Background: an optimization exercise with open tools, aiming at small area, a short achievable clock period and few clock cycles. Do not read the settings as production practice. RTL that was checked went through simulation tests only; none was proved equivalent to the original. Power figures rest on the tool's default switching activity, not on a simulated workload.

Design CHIP, start of the top module:
module CHIP (
    clk, rst_n,
    mem_read_D, mem_write_D, mem_addr_D, mem_wdata_D, mem_rdata_D, mem_ready_D,
    mem_read_I, mem_write_I, mem_addr_I, mem_wdata_I, mem_rdata_I, mem_ready_I,
    DCACHE_addr, DCACHE_wdata, DCACHE_wen
);
    input          clk, rst_n;
    output         mem_read_D;
    output         mem_write_D;
    output [31:4]  mem_addr_D;
    output [127:0] mem_wdata_D;
    input  [127:0] mem_rdata_D;
    input          mem_ready_D;
    output         mem_read_I;
    output         mem_write_I;
    output [31:4]  mem_addr_I;
    output [127:0] mem_wdata_I;
    input  [127:0] mem_rdata_I;
    input          mem_ready_I;
    output [29:0]  DCACHE_addr;
    output [31:0]  DCACHE_wdata;
    output         DCACHE_wen;
    localparam IIB = 2;               
    localparam IW  = 2;               
    localparam IS  = 1 << IIB;
    localparam ISB = 10;              
    localparam ITW = ISB - IIB;       
    localparam DL  = 4;               
    localparam DSB = 10;              
    localparam DTW = DSB;
    localparam MS_IDLE = 2'd0, MS_REQ = 2'd1, MS_WAIT = 2'd2;
    reg  [29:0] pc;                  
    reg         d_v;                 
    reg  [31:0] d_ir;
    reg  [29:0] d_pc1;               
    reg         e_v;                 
    reg  [4:0]  e_sa;                
    reg  [31:0] e_yv;                
    reg         e_sub, e_sra, e_srl, e_bne;
    reg         e_osum, e_olog, e_osh, e_oslt, e_olnk;    
    reg  [1:0]  e_lop;
    reg         e_fw;                
    reg  [29:0] e_alt;               
    reg         e_pt;                
    reg  [29:0] ras;                 
    reg  [31:0] e_a, e_b;
    reg  [4:0]  e_rd;
    reg         e_we, e_ld, e_st, e_br, e_jr;
    reg  [31:0] m_res;               
    reg  [31:0] m_sd;
    reg  [4:0]  m_rd;
    reg         m_we, m_ld, m_st, m_fw;
    reg  [31:0] w_val;               
    reg  [4:0]  w_rd;
    reg         w_we;
    reg  [31:0] rf [1:31];
    reg  [31:1] rv;                  
    wire freeze;                     
    reg  [127:0]   ic_data  [0:IW*IS-1];
    reg  [ITW-1:0] ic_tag   [0:IW*IS-1];
    reg            ic_valid [0:IW*IS-1];
    reg  [3:0]     ic_jr    [0:IW*IS-1];    
  ...
Settings: LEC_CHECK=0, ABC_CLOCK_PERIOD_IN_PS=4000, CAP_MARGIN=20, CORE_MARGIN=2, CORE_UTILIZATION=40, SETUP_SLACK_MARGIN=5.0, SLEW_MARGIN=20, TNS_END_PERCENT=20; clock period 9.0 ns.
run.sh (not shown) runs the stock make flow with config.mk's settings and CLKGATE_MAP_FILE= SYNTH_SCRIPT=/design/flow/synth_recipe.tcl, a recipe that flattens the netlist after the stock synthesis.
Testbench counts at the start, summed over its fixed seeds: cycles 19,420.
Edit:
Settings changed: TNS_END_PERCENT 20 to default.
Setup slack gets better by 0.16 ns; routed wire length is higher by 2.8%; via count is higher by 1.0%.

========
Another version of the RTL of CHIP (not shown whole).
For scale: roughly 11,000 cells after synthesis, ~3,400 flip-flops, roughly 640 I/O pins.
==> flow/config.mk <==
export PLATFORM = sky130hd
export DESIGN_NAME = CHIP
export DESIGN_NICKNAME = CHIP
export VERILOG_FILES = /design/flow/design.v
export SDC_FILE = /design/flow/constraint.sdc
export NUM_CORES = 8
export LEC_CHECK = 0
export ABC_CLOCK_PERIOD_IN_PS = 4000
export CAP_MARGIN = 20
export CORE_MARGIN = 2
export CORE_UTILIZATION = 45
export SETUP_SLACK_MARGIN = 5.0
export SLEW_MARGIN = 20
==> flow/constraint.sdc <==
create_clock -name core_clock -period 9.0 [get_ports {clk}]
set_input_delay 1.8000 -clock core_clock [delete_from_list [all_inputs] [get_ports {clk}]]
set_output_delay 1.8000 -clock core_clock [all_outputs]
set_load 0.01 [all_outputs]
The starting point completed with no timing, DRC or antenna violations.
==> next run, changes <==
- PLACE_DENSITY: not set -> 0.7
=>
- total power climbs slightly
- count of clock-buffer cells in the layout decreases by 6
- design area is about the same
- synthesized cell count does not change
- setup slack loses 120 ps
- worst hold slack loses 4.7 ps
- wire length drops by a few percent
- core utilization falls by 0.12 points
- cell count stays flat
Function was not checked in any run of this note: the RTL went through the layout flow alone.

## separate check: timing with driven ports
The results above use ideal ports. As a check the final layouts listed here were re-extracted and re-timed, cells and wires unchanged.
Step 1 (the two cells are an assumption about what drives the block):
set clk [get_ports {clk}]
set_driving_cell -lib_cell sky130_fd_sc_hd__clkbuf_16 $clk
set_driving_cell -lib_cell sky130_fd_sc_hd__buf_2 [delete_from_list [all_inputs] $clk]
Step 2 also shifts input and output timing later by t, the mid clock arrival at the registers, as if the neighbouring blocks saw the same clock.
Slacks: ideal ports / drivers / drivers and shift; pairs: ideal ports / drivers.
run | t (ns) | setup slack, ns | worst register clock-pin slew, ns | cell pins on the clock port's net
the first run of note 1 | 1.085 | 4.663 / 4.549 / 3.590 | 0.07 / 0.07 | 1
the second run of note 1 | 1.091 | 4.822 / 4.773 / 3.808 | 0.07 / 0.07 | 1
the first run of note 2 | 1.075 | 4.886 / 4.864 / 4.028 | 0.07 / 0.07 | 1
the second run of note 2 | 1.085 | 4.769 / 4.769 / 4.137 | 0.08 / 0.08 | 1
After both steps setup and hold are still met in every run listed. The setup slack of the first run of note 1, which loses most, moves by -0.114 ns with the drivers and by -1.073 ns with both steps.
